Background: an optimization exercise with open tools, aiming at a short achievable clock period and few clock cycles. Do not read the settings as production practice.
In this exercise RTL edits were held to simulation tests only and were not proved equivalent to the original.
No activity file was given, so power comes from the tool's default toggle rates.

==> flow/design.v (excerpt) <==
module ljt_core(
    input         clock,
    input         reset,
    output [63:0] imem_addr,
    input  [31:0] imem_rdata,
    output [63:0] dmem_addr,
    output        dmem_ren,
    input  [63:0] dmem_rdata,
    output        dmem_wen,
    output [7:0]  dmem_wstrb,
    output [63:0] dmem_wdata,
    output        commit_valid,
    output [63:0] commit_pc,
    output [31:0] commit_inst,
    output        commit_rd_wen,
    output [4:0]  commit_rd,
    output [63:0] commit_rd_wdata
);
localparam [63:0] PC_START = 64'h0000_0000_8000_0000;
localparam BTB_N   = 32;      
localparam BTB_IB  = 5;       
localparam BTB_TB  = 8;       
localparam BIM_IB  = 8;       
reg  [63:0] pc_f;
reg         d_valid;
reg  [31:0] d_inst;
reg  [63:0] d_pc;
reg  [63:0] d_npc;
reg  [1:0]  d_ctr;
reg         d_take;      
reg         d_hit;       
reg         d_bad_q;     
reg  [63:0] d_tgt_q;
reg  [63:0] d_off;       
reg         e_valid;
reg         r_red;        
reg  [63:0] r_tgt;
wire        e_live = e_valid & ~r_red;    
reg  [63:0] e_pc;
reg  [31:0] e_inst;
reg  [63:1] e_jc0, e_jc1;    
reg         e_imm0, e_npc0;
reg  [63:0] e_a, e_b, e_sd;
reg         e_ls;                        
reg         e_op_add, e_op_sub, e_op_addw, e_op_subw;
reg         e_op_sll, e_op_srl, e_op_sra, e_op_sllw, e_op_srlw, e_op_sraw;
reg         e_op_slt, e_op_sltu, e_op_xor, e_op_or, e_op_and, e_op_passb, e_op_link;
reg         e_is_load, e_is_store, e_is_br, e_is_jalr, e_is_ret, e_is_call;
reg  [2:0]  e_f3;
reg         e_wen;
reg  [4:0]  e_rd;
  ...
export LEC_CHECK = 0
export CAP_MARGIN = 35
export CELL_PAD_IN_SITES_DETAIL_PLACEMENT = 1
export CELL_PAD_IN_SITES_GLOBAL_PLACEMENT = 1
export CORE_MARGIN = 2
export CORE_UTILIZATION = 50
export PLACE_DENSITY = 0.6
export SLEW_MARGIN = 35
create_clock -name core_clock -period 13.0 [get_ports {clock}]
standard.sh (not shown) runs the stock make flow with config.mk's settings and CLKGATE_MAP_FILE= SYNTH_SCRIPT=/design/flow/synth_recipe.tcl, a recipe that flattens the netlist after the stock synthesis.
==> flow/flow/run.sh <==
#!/bin/bash
set -o pipefail
bash standard.sh SETUP_SLACK_MARGIN=8.6 finish > standard_flow.log 2>&1
The first run ran to the end with no violations.
Testbench counts at the start, summed over its fixed seeds: cycles 190,354.
Then changed:
--- a/flow/design.v
+++ b/flow/design.v
@@ -71,18 +71,19 @@
 reg                 btb_v   [0:BTB_N-1];
 reg  [BTB_TB-1:0]   btb_tag [0:BTB_N-1];
 reg  [31:1]         btb_t   [0:BTB_N-1];
 reg  [1:0]          bim     [0:(1<<BIM_IB)-1];
 reg  [63:0]         ras0, ras1, ras2, ras3;
 reg                 rst_q;
 reg  [63:0] rf [0:31];
-wire [BTB_IB-1:0] f_bi   = pc_f[BTB_IB+1:2];
-wire [BTB_TB-1:0] f_tag  = pc_f[BTB_TB+BTB_IB+1:BTB_IB+2];
+reg  [14:2]       f_lk;
+wire [BTB_IB-1:0] f_bi   = f_lk[BTB_IB+1:2];
+wire [BTB_TB-1:0] f_tag  = f_lk[BTB_TB+BTB_IB+1:BTB_IB+2];
 wire              f_hit  = btb_v[f_bi] && (btb_tag[f_bi] == f_tag);
-wire [1:0]        f_ctr  = bim[pc_f[BIM_IB+1:2]];
+wire [1:0]        f_ctr  = bim[f_lk[BIM_IB+1:2]];
 wire [63:0]       f_btgt = {pc_f[63:32], btb_t[f_bi], 1'b0};
 wire [63:0]       f_pc4  = pc_f + 64'd4;
 wire [63:0]       f_ras  = (e_live & e_is_call) ? e_pc4 : ras0;
 wire [31:0]       fi     = imem_rdata;
 wire              f_jal  = (fi[6:0] == 7'b1101111);
 wire              f_br   = (fi[6:0] == 7'b1100011);
 wire              f_jalr = (fi[6:0] == 7'b1100111);
@@ -237,48 +238,52 @@
         3'd6: e_taken = b_ltu;
         3'd7: e_taken = ~b_ltu;
         default: e_taken = 1'b0;
     endcase
 end
 wire        e_jalr_ok = ~e_npc0 & ((ea[0] & e_imm0) ? (ea[63:1] == e_jc1) : (ea[63:1] == e_jc0));
 wire [63:0] e_jtarget = {e_sum[63:1], 1'b0};
-wire e_br_wrong   = (e_m_eq & b_eq)   | (e_m_ne & ~b_eq)
-                  | (e_m_lt & b_lts)  | (e_m_ge & ~b_lts)
+wire e_br_fast    = (e_m_eq & b_eq)   | (e_m_ne & ~b_eq);
+wire e_br_slow    = (e_m_lt & b_lts)  | (e_m_ge & ~b_lts)
                   | (e_m_ltu & b_ltu) | (e_m_geu & ~b_ltu);
+wire e_br_wrong   = e_br_fast | e_br_slow;
 wire e_jalr_wrong = e_is_jalr & ~e_jalr_ok;
 wire e_redirect   = e_live & (e_br_wrong | e_jalr_wrong);
+wire e_red_fast   = e_live & e_br_fast;
+wire e_red_slow   = e_live & (e_br_slow | e_jalr_wrong);
+wire [63:0] e_btgt_sel = e_ctr[1] ? e_pc4 : e_btarget;
 wire [63:0] e_target = e_is_jalr ? e_jtarget : (e_ctr[1] ? e_pc4 : e_btarget);
 wire [2:0]  e_off   = ea[2:0] + eb[2:0];
 wire [7:0]  e_smask = (e_f3[1:0] == 2'd0) ? 8'h01 :
                       (e_f3[1:0] == 2'd1) ? 8'h03 :
                       (e_f3[1:0] == 2'd2) ? 8'h0f : 8'hff;
 wire [7:0]  e_wstrb = e_smask << e_off;
 wire [63:0] e_wdata = es << {e_off, 3'b000};
 wire        f_sel_btb = ~stall & ~d_redirect & ~f_ret & f_take & f_hit;
 wire [63:0] pc_other  = d_redirect ? d_tgt : stall ? pc_f : f_ret ? f_ras : f_pc4;
 wire [63:0] pc_nr     = f_sel_btb ? f_btgt : pc_other;
-wire [63:0] pc_next   = r_red ? r_tgt : d_bad_q ? d_tgt_q : pc_nr;
+wire [63:0] pc_next   = e_red_fast ? e_btgt_sel : r_red ? r_tgt : d_bad_q ? d_tgt_q : pc_nr;
 always @(posedge clock or posedge reset) begin
     if (reset) begin
         pc_f    <= PC_START;
         d_valid <= 1'b0;
         e_valid <= 1'b0;
         r_red   <= 1'b0;
         d_bad_q <= 1'b0;
         m_valid <= 1'b0;
         m_ren   <= 1'b0;
         m_wr    <= 1'b0;
         w_valid <= 1'b0;
     end else begin
         pc_f <= pc_next;
         d_bad_q <= d_bad & ~e_redirect;
-        if (r_red | d_bad_q) d_valid <= 1'b0;
+        if (r_red | d_bad_q | e_red_fast) d_valid <= 1'b0;
         else if (!stall)     d_valid <= ~d_redirect;
-        e_valid <= d_valid & ~stall & ~r_red & ~d_bad_q;
-        r_red   <= e_redirect;
+        e_valid <= d_valid & ~stall & ~r_red & ~d_bad_q & ~e_red_fast;
+        r_red   <= e_red_slow;
         m_valid <= e_live;
         m_ren   <= e_live & e_is_load;
         m_wr    <= e_live & e_is_store;
         w_valid <= m_valid;
     end
 end
 always @(posedge clock) begin
@@ -420,14 +425,15 @@
 reg         o_ren;
 reg         o_cvalid;
 reg  [63:0] o_cdata;
 reg         o_cwen;
 reg  [4:0]  o_crd;
 always @(posedge clock) begin
     o_pc     <= reset ? PC_START : pc_next;
+    f_lk     <= reset ? PC_START[14:2] : pc_next[14:2];
     o_daddr  <= e_sum & {64{e_live & (e_is_load | e_is_store)}};
     o_ren    <= e_live & e_is_load;
     o_cvalid <= reset ? 1'b0 : m_valid;
     o_cdata  <= m_fin & {64{m_valid}};
     o_cwen   <= m_wen & m_valid;
     o_crd    <= m_rd & {5{m_valid}};
 end
=>
- maximum frequency stays flat
- setup slack loses 0.0054 ns
- final cell count grows by 0.66%
- routed wire length grows by 1.7%
- design area grows by 1.1%
- global-route usage grows by 0.50 points
- critical path depth shrinks by 8
- clock-buffer cell count grows by 26
- total power shrinks by 2.2%
- via count grows by 1.4%
- sequential power stays flat
- non-clock buffer count grows by 167
- first-iteration DRC count grows by 0.52%
Testbench counts after the change, summed over its fixed seeds: cycles 188,895.

## port drivers added, routing unchanged
How much do the figures lean on ideal ports? The routed layouts below were timed once more, with nothing changed but the port constraints.
Step 1 assumes that a clkbuf_16 drives the clock port and a buf_2 every other input.
Step 2 moves the port delays by t, midway between the first and last clock arrival at a register: inputs arrive t later, outputs are due t later. That takes back most of the time a late clock gives input paths.
Three values: ideal ports, drivers, drivers and shift; two values: the first two.
| run | shift t [ns] | setup WS [ns] | worst setup path at the end |
|---|---|---|---|
| the first run | 1.264 | 8.364 / 8.364 / 7.147 | input to register |
| the second run | 1.252 | 8.359 / 8.359 / 7.265 | input to register |
After both steps every run listed still meets setup and hold. For the first run, which loses most, drivers alone change the setup slack by 0.000 ns; drivers and shift together by -1.217 ns.
